This is an optimization exercise on Yosys and OpenROAD, whose aim is small area, not a production implementation.
The RTL was checked by simulation tests, not by an equivalence proof against the original design.
The flow treats the clock pin as an ideal source. Dropping or thinning the clock tree relies on that and would not hold on a real chip.
Power figures rest on the tool's default switching activity, not on a simulated workload.

Setup of v6:
## top
module top(
           input  CLK,
           input  RST,
           input  BTN1,
           input  BTN2,
           input  BTN3,
           output LED1,
           output LED2,
           output LED3,
           output LED4,
           output LED5,
           output LEDR_N,
           output LEDG_N,
           output P1A1,
           output P1A2,
           output P1A3,
           output P1A4,
           output P1A7,
           output P1A8,
           output P1A9,
           output P1A10
           );
   wire p1, r1, p2, r2, p3, r3;
   debounce db1(.clk(CLK), .rst(RST), .pin(BTN1), .press(p1), .release_(r1));
   debounce db2(.clk(CLK), .rst(RST), .pin(BTN2), .press(p2), .release_(r2));
   debounce db3(.clk(CLK), .rst(RST), .pin(BTN3), .press(p3), .release_(r3));
   reg [1:0] radix, radix_nx;
   reg       ovr_radix, ovr_radix_nx;    
   reg       hz, hz_nx;                  
   reg       fi_active, fi_active_nx;
   reg       bu_active, bu_active_nx;
   always @(*) begin
      radix_nx = radix;
      ovr_radix_nx = ovr_radix;
      hz_nx = hz;
      fi_active_nx = fi_active;
      bu_active_nx = bu_active;
      if (p1) radix_nx = radix + 1;
      if (p2 | p3) ovr_radix_nx = 0;
      else if (p1) ovr_radix_nx = 1;
      if (r3) hz_nx = 0;
      else if (p3) hz_nx = 1;
  ...
Size: about 20 I/O pins, about 3900 um2 of cells after synthesis.
export LEC_CHECK = 0
export CAP_MARGIN = 20
export CORE_MARGIN = 2
export CORE_UTILIZATION = 65
export PLACE_DENSITY = 0.75
export SLEW_MARGIN = 20
create_clock -name core_clock -period 10.0 [get_ports {CLK}]
standard.sh (not shown) runs the stock make flow with config.mk's settings and CLKGATE_MAP_FILE= SYNTH_SCRIPT=/design/flow/synth_recipe.tcl, a recipe that flattens the netlist after the stock synthesis.
==> flow/flow/run.sh <==
#!/bin/bash
# Layout flow: the standard synthesis; then the combinational logic between
# its flip-flops is re-mapped for area by ABC (flip-flops untouched, several
# scripts tried, each result proven equal to the standard netlist, the
# smallest kept); then the standard ORFS steps, with small port buffers,
# and in place of ORFS's clock tree synthesis a tree of a few large buffers
# (flow/clock_tree.tcl; ORFS's own CTS with clkbuf_8 if that fails).
set -uo pipefail
R=orfs/results/${FLOW_PLATFORM}/top/base
LIB=$FLOW_HOME/platforms/sky130hd/lib/sky130_fd_sc_hd__tt_025C_1v80.lib

bash standard.sh synth > synth.log 2>&1 || exit 1
cp $R/1_2_yosys.v std_netlist.v

DU=""
for c in $(sed -n '/^export DONT_USE_CELLS/,/^$/p' $FLOW_HOME/platforms/sky130hd/config.mk | tr -d '\\' | grep -o 'sky130_fd_sc_hd__[a-z0-9_]*'); do
  DU="$DU -dont_use $c"
done

python3 flow/cutff.py std_netlist.v cut_std.v > cut_std.log 2>&1

remap() {   # remap NAME: flow/s_NAME.abc -> remap_NAME.v, prints its area if proven equal
  local n=$1
  yosys -p "read_liberty -ignore_miss_func $LIB; blackbox sky130_fd_sc_hd__dfxtp_1; read_verilog std_netlist.v; hierarchy -top top; flatten; opt_clean; abc -liberty $LIB $DU -script flow/s_$n.abc; opt_clean -purge; tee -o area_$n.txt stat -liberty $LIB; write_verilog -noattr remap_$n.v" > remap_$n.log 2>&1 || return
  python3 flow/cutff.py remap_$n.v cut_$n.v > cut_$n.log 2>&1 || return
  yosys -p "read_liberty -ignore_miss_func $LIB; read_verilog cut_std.v; rename top gold; read_verilog cut_$n.v; rename top gate; flatten; opt_clean; miter -equiv -flatten -make_outputs gold gate miter; hierarchy -top miter; sat -verify -prove trigger 0 miter" > equiv_$n.log 2>&1 || return
  [ "$(grep -c 'sky130_fd_sc_hd__df' std_netlist.v)" = "$(grep -c 'sky130_fd_sc_hd__df' remap_$n.v)" ] || return
  echo "$(grep 'Chip area' area_$n.txt | awk '{print $NF}') $n" > ok_$n.txt
}

for n in c4 deep1 deep2 deep3; do remap $n & done
wait
cat ok_*.txt 2>/dev/null | sort -g > candidates.txt
best=$(head -1 candidates.txt | awk '{print $2}')
if [ -n "$best" ]; then
  echo "using remap_$best.v" > netlist_choice.txt
  cp remap_$best.v $R/1_2_yosys.v
  rm -f $R/1_synth.odb $R/1_synth.sdc
else
  echo "using the standard netlist" > netlist_choice.txt
fi

export BUFFER_PORTS_ARGS="-buffer_cell sky130_fd_sc_hd__buf_1"
export CTS_ARGS="-sink_clustering_enable -repair_clock_nets -dont_use_dummy_load -buf_list sky130_fd_sc_hd__clkbuf_8"
bash standard.sh place > place.log 2>&1 || exit 1
if CT_IN_ODB=$R/3_place.odb CT_IN_SDC=$R/3_place.sdc CT_OUT_ODB=$R/4_1_cts.odb CT_OUT_SDC=$R/4_cts.sdc \
     openroad -no_init -exit flow/clock_tree.tcl > clock_tree.log 2>&1; then
  cp -p $R/4_1_cts.odb $R/4_cts.odb
  touch $R/4_cts.sdc
  echo "clock tree: flow/clock_tree.tcl" > clock_tree_choice.txt
else
  rm -f $R/4_1_cts.odb $R/4_cts.odb $R/4_cts.sdc
  echo "clock tree: ORFS CTS" > clock_tree_choice.txt
fi
bash standard.sh > flow.log 2>&1
==> flow/flow/clock_tree.tcl <==
# Clock tree of a few large inverters (or buffers), each driving one
# cluster of flip-flops (k-means on their placed positions), fed by one
# root inverter (or straight from the clock port).
# Tries the candidate trees in order of cell area and keeps the first whose
# estimated clock-pin slew is at most SLEW_TARGET; leaves the design
# unchanged if none is.
set platform_dir $::env(FLOW_HOME)/platforms/sky130hd
read_lef $platform_dir/lef/sky130_fd_sc_hd.tlef
read_lef $platform_dir/lef/sky130_fd_sc_hd_merged.lef
read_liberty $platform_dir/lib/sky130_fd_sc_hd__tt_025C_1v80.lib
read_db $::env(CT_IN_ODB)
read_sdc $::env(CT_IN_SDC)
source $platform_dir/setRC.tcl

set slew_target 0.108
set block [ord::get_db_block]
set clknet [$block findNet CLK]
set sinks [$clknet getITerms]
set pts {}
foreach it $sinks {
  set bb [[$it getInst] getBBox]
  lappend pts [list [expr {([$bb xMin] + [$bb xMax]) / 2}] [expr {([$bb yMin] + [$bb yMax]) / 2}]]
}
set n [llength $pts]
puts "clock sinks: $n"

proc kmeans { pts k } {
  set n [llength $pts]
  set sorted [lsort -integer -index 0 $pts]
  set cent {}
  for {set i 0} {$i < $k} {incr i} { lappend cent [lindex $sorted [expr {int(($i + 0.5) * $n / $k)}]] }
  for {set iter 0} {$iter < 50} {incr iter} {
    set asg {}
    foreach p $pts {
      set best 0; set bd 1e18
      for {set i 0} {$i < $k} {incr i} {
        set c [lindex $cent $i]
        set d [expr {abs([lindex $p 0] - [lindex $c 0]) + abs([lindex $p 1] - [lindex $c 1])}]
        if {$d < $bd} { set bd $d; set best $i }
      }
      lappend asg $best
    }
    set newc {}
    for {set i 0} {$i < $k} {incr i} {
      set sx 0; set sy 0; set m 0
      foreach p $pts a $asg { if {$a == $i} { set sx [expr {$sx + [lindex $p 0]}]; set sy [expr {$sy + [lindex $p 1]}]; incr m } }
      if {$m > 0} { lappend newc [list [expr {$sx / $m}] [expr {$sy / $m}]] } else { lappend newc [lindex $cent $i] }
    }
    set cent $newc
  }
  return [list $cent $asg]
}

proc worst_clk_slew {} {
  set worst 0
  foreach p [get_pins -hierarchical */CLK] {
    set s [get_property $p slew_max]
    if {$s > $worst} { set worst $s }
  }
  return $worst
}

# {leaf cell, leaf count, root cell}, in order of total cell area; with a
# root, the leaves are inverters driven by an inverter, so every flip-flop
# still sees the clock port's polarity.
set candidates {
  {sky130_fd_sc_hd__inv_16 3 sky130_fd_sc_hd__inv_4}
  {sky130_fd_sc_hd__inv_8 5 sky130_fd_sc_hd__inv_8}
  {sky130_fd_sc_hd__inv_16 3 sky130_fd_sc_hd__inv_8}
  {sky130_fd_sc_hd__inv_12 4 sky130_fd_sc_hd__inv_8}
  {sky130_fd_sc_hd__clkbuf_16 4 {}}
}
set done 0
set_propagated_clock [all_clocks]
foreach cand $candidates {
  lassign $cand bufm k rootm
  lassign [kmeans $pts $k] cent asg
  set master [[ord::get_db] findMaster $bufm]
  set insts {}; set nets {}
  set src $clknet
  if {$rootm ne ""} {
    set rinst [odb::dbInst_create $block [[ord::get_db] findMaster $rootm] "clkbuf_root"]
    set rnet [odb::dbNet_create $block "clknet_root"]
    $rnet setSigType CLOCK
    [$rinst findITerm A] connect $clknet
    foreach it [$rinst getITerms] { if {[$it isOutputSignal]} { $it connect $rnet } }
    set sx 0; set sy 0; foreach c $cent { set sx [expr {$sx + [lindex $c 0]}]; set sy [expr {$sy + [lindex $c 1]}] }
    $rinst setLocation [expr {int($sx / $k)}] [expr {int($sy / $k)}]
    $rinst setPlacementStatus PLACED
    lappend insts $rinst; lappend nets $rnet
    set src $rnet
  }
  for {set i 0} {$i < $k} {incr i} {
    set inst [odb::dbInst_create $block $master "clkbuf_leaf_$i"]
    set net [odb::dbNet_create $block "clknet_leaf_$i"]
    $net setSigType CLOCK
    [$inst findITerm A] connect $src
    foreach it [$inst getITerms] { if {[$it isOutputSignal]} { $it connect $net } }
    set c [lindex $cent $i]
    $inst setLocation [lindex $c 0] [lindex $c 1]
    $inst setPlacementStatus PLACED
    lappend insts $inst; lappend nets $net
  }
  set leafnets [lrange $nets [expr {[llength $nets] - $k}] end]
  foreach it $sinks a $asg { $it disconnect; $it connect [lindex $leafnets $a] }
  detailed_placement
  estimate_parasitics -placement
  set w [worst_clk_slew]
  puts "candidate $bufm x $k: worst clock-pin slew $w"
  if {$w <= $slew_target} { set done 1; break }
  # undo
  foreach it $sinks { $it disconnect; $it connect $clknet }
  foreach inst $insts { odb::dbInst_destroy $inst }
  foreach net $nets { odb::dbNet_destroy $net }
}
if {!$done} {
  puts "no candidate tree met the slew target"
  exit 1
}
detailed_placement
check_placement -verbose
estimate_parasitics -placement
report_clock_skew
report_worst_slack -min
report_worst_slack -max
write_db $::env(CT_OUT_ODB)
write_sdc -no_timestamp $::env(CT_OUT_SDC)
Other scripts of this flow, unchanged in this note and not shown: flow/flow/cutff.py, flow/flow/s_c4.abc, flow/flow/s_deep1.abc, flow/flow/s_deep2.abc, flow/flow/s_deep3.abc
Input-level comparison between v7 and v6:
Settings: changing CORE_UTILIZATION from 65 to 80; changing PLACE_DENSITY from 0.75 to 0.88.
--- a/flow/flow/clock_tree.tcl
+++ b/flow/flow/clock_tree.tcl
@@ -1,4 +1,3 @@
-# Clock tree of a few large inverters (or buffers), each driving one
-# cluster of flip-flops (k-means on their placed positions), fed by one
-# root inverter (or straight from the clock port).
+# Clock tree of a few large buffers, each driving one cluster of flip-flops
+# (k-means on their placed positions), straight from the clock port.
 # Tries the candidate trees in order of cell area and keeps the first whose
@@ -14,3 +13,3 @@
 
-set slew_target 0.108
+set slew_target 0.110
 set block [ord::get_db_block]
@@ -62,11 +61,9 @@
 
-# {leaf cell, leaf count, root cell}, in order of total cell area; with a
-# root, the leaves are inverters driven by an inverter, so every flip-flop
-# still sees the clock port's polarity.
+# (cell, count) in order of total cell area
 set candidates {
-  {sky130_fd_sc_hd__inv_16 3 sky130_fd_sc_hd__inv_4}
-  {sky130_fd_sc_hd__inv_8 5 sky130_fd_sc_hd__inv_8}
-  {sky130_fd_sc_hd__inv_16 3 sky130_fd_sc_hd__inv_8}
-  {sky130_fd_sc_hd__inv_12 4 sky130_fd_sc_hd__inv_8}
-  {sky130_fd_sc_hd__clkbuf_16 4 {}}
+  {sky130_fd_sc_hd__clkbuf_8 3}
+  {sky130_fd_sc_hd__clkbuf_16 2}
+  {sky130_fd_sc_hd__clkbuf_8 4}
+  {sky130_fd_sc_hd__clkbuf_16 3}
+  {sky130_fd_sc_hd__clkbuf_16 4}
 }
@@ -75,3 +72,3 @@
 foreach cand $candidates {
-  lassign $cand bufm k rootm
+  lassign $cand bufm k
   lassign [kmeans $pts $k] cent asg
@@ -79,15 +76,2 @@
   set insts {}; set nets {}
-  set src $clknet
-  if {$rootm ne ""} {
-    set rinst [odb::dbInst_create $block [[ord::get_db] findMaster $rootm] "clkbuf_root"]
-    set rnet [odb::dbNet_create $block "clknet_root"]
-    $rnet setSigType CLOCK
-    [$rinst findITerm A] connect $clknet
-    foreach it [$rinst getITerms] { if {[$it isOutputSignal]} { $it connect $rnet } }
-    set sx 0; set sy 0; foreach c $cent { set sx [expr {$sx + [lindex $c 0]}]; set sy [expr {$sy + [lindex $c 1]}] }
-    $rinst setLocation [expr {int($sx / $k)}] [expr {int($sy / $k)}]
-    $rinst setPlacementStatus PLACED
-    lappend insts $rinst; lappend nets $rnet
-    set src $rnet
-  }
   for {set i 0} {$i < $k} {incr i} {
@@ -96,4 +80,4 @@
     $net setSigType CLOCK
-    [$inst findITerm A] connect $src
-    foreach it [$inst getITerms] { if {[$it isOutputSignal]} { $it connect $net } }
+    [$inst findITerm A] connect $clknet
+    [$inst findITerm X] connect $net
     set c [lindex $cent $i]
@@ -103,4 +87,3 @@
   }
-  set leafnets [lrange $nets [expr {[llength $nets] - $k}] end]
-  foreach it $sinks a $asg { $it disconnect; $it connect [lindex $leafnets $a] }
+  foreach it $sinks a $asg { $it disconnect; $it connect [lindex $nets $a] }
   detailed_placement
## What came out
- v6 -> v7: via count increased by a few percent
- Taking v6 as the reference, in v7 global-route usage moved up; slack of the critical path lower; number of iterations in the first detailed-routing pass grew by 1; ratio of total power to cell area climbed 3.3 nW/um2.
No run of this note takes its clock network from TritonCTS; it comes from the design's own scripts or RTL.

[static timing again, ports no longer ideal]
Ports are ideal in the flow. The routed layouts listed here were re-timed in OpenROAD.
Step 1 (the two cells are an assumption about what drives the block):
set clk [get_ports {CLK}]
set_driving_cell -lib_cell sky130_fd_sc_hd__clkbuf_16 $clk
set_driving_cell -lib_cell sky130_fd_sc_hd__buf_2 [delete_from_list [all_inputs] $clk]
Step 2, shift: input delay + t, output delay - t, t = (earliest + latest rising clock arrival at the registers) / 2. This alone moves slack from input paths to output paths.
Slacks: ideal / step 1 / step 2; pairs: ideal / step 1.
run	shift t [ns]	slack for setup (ns)	worst setup path after step 2	latest minus earliest clock arrival (ns)	pins driven straight from the clock port
v6	0.220	4.629 / 4.655 / 4.436	input to register	0.012 / 0.013	1
v7	0.225	4.334 / 4.386 / 4.162	input to register	0.020 / 0.019	4
After both steps every run listed still meets setup and hold. The setup slack of v6, which loses most, moves by +0.026 ns with the drivers and by -0.193 ns with both steps.
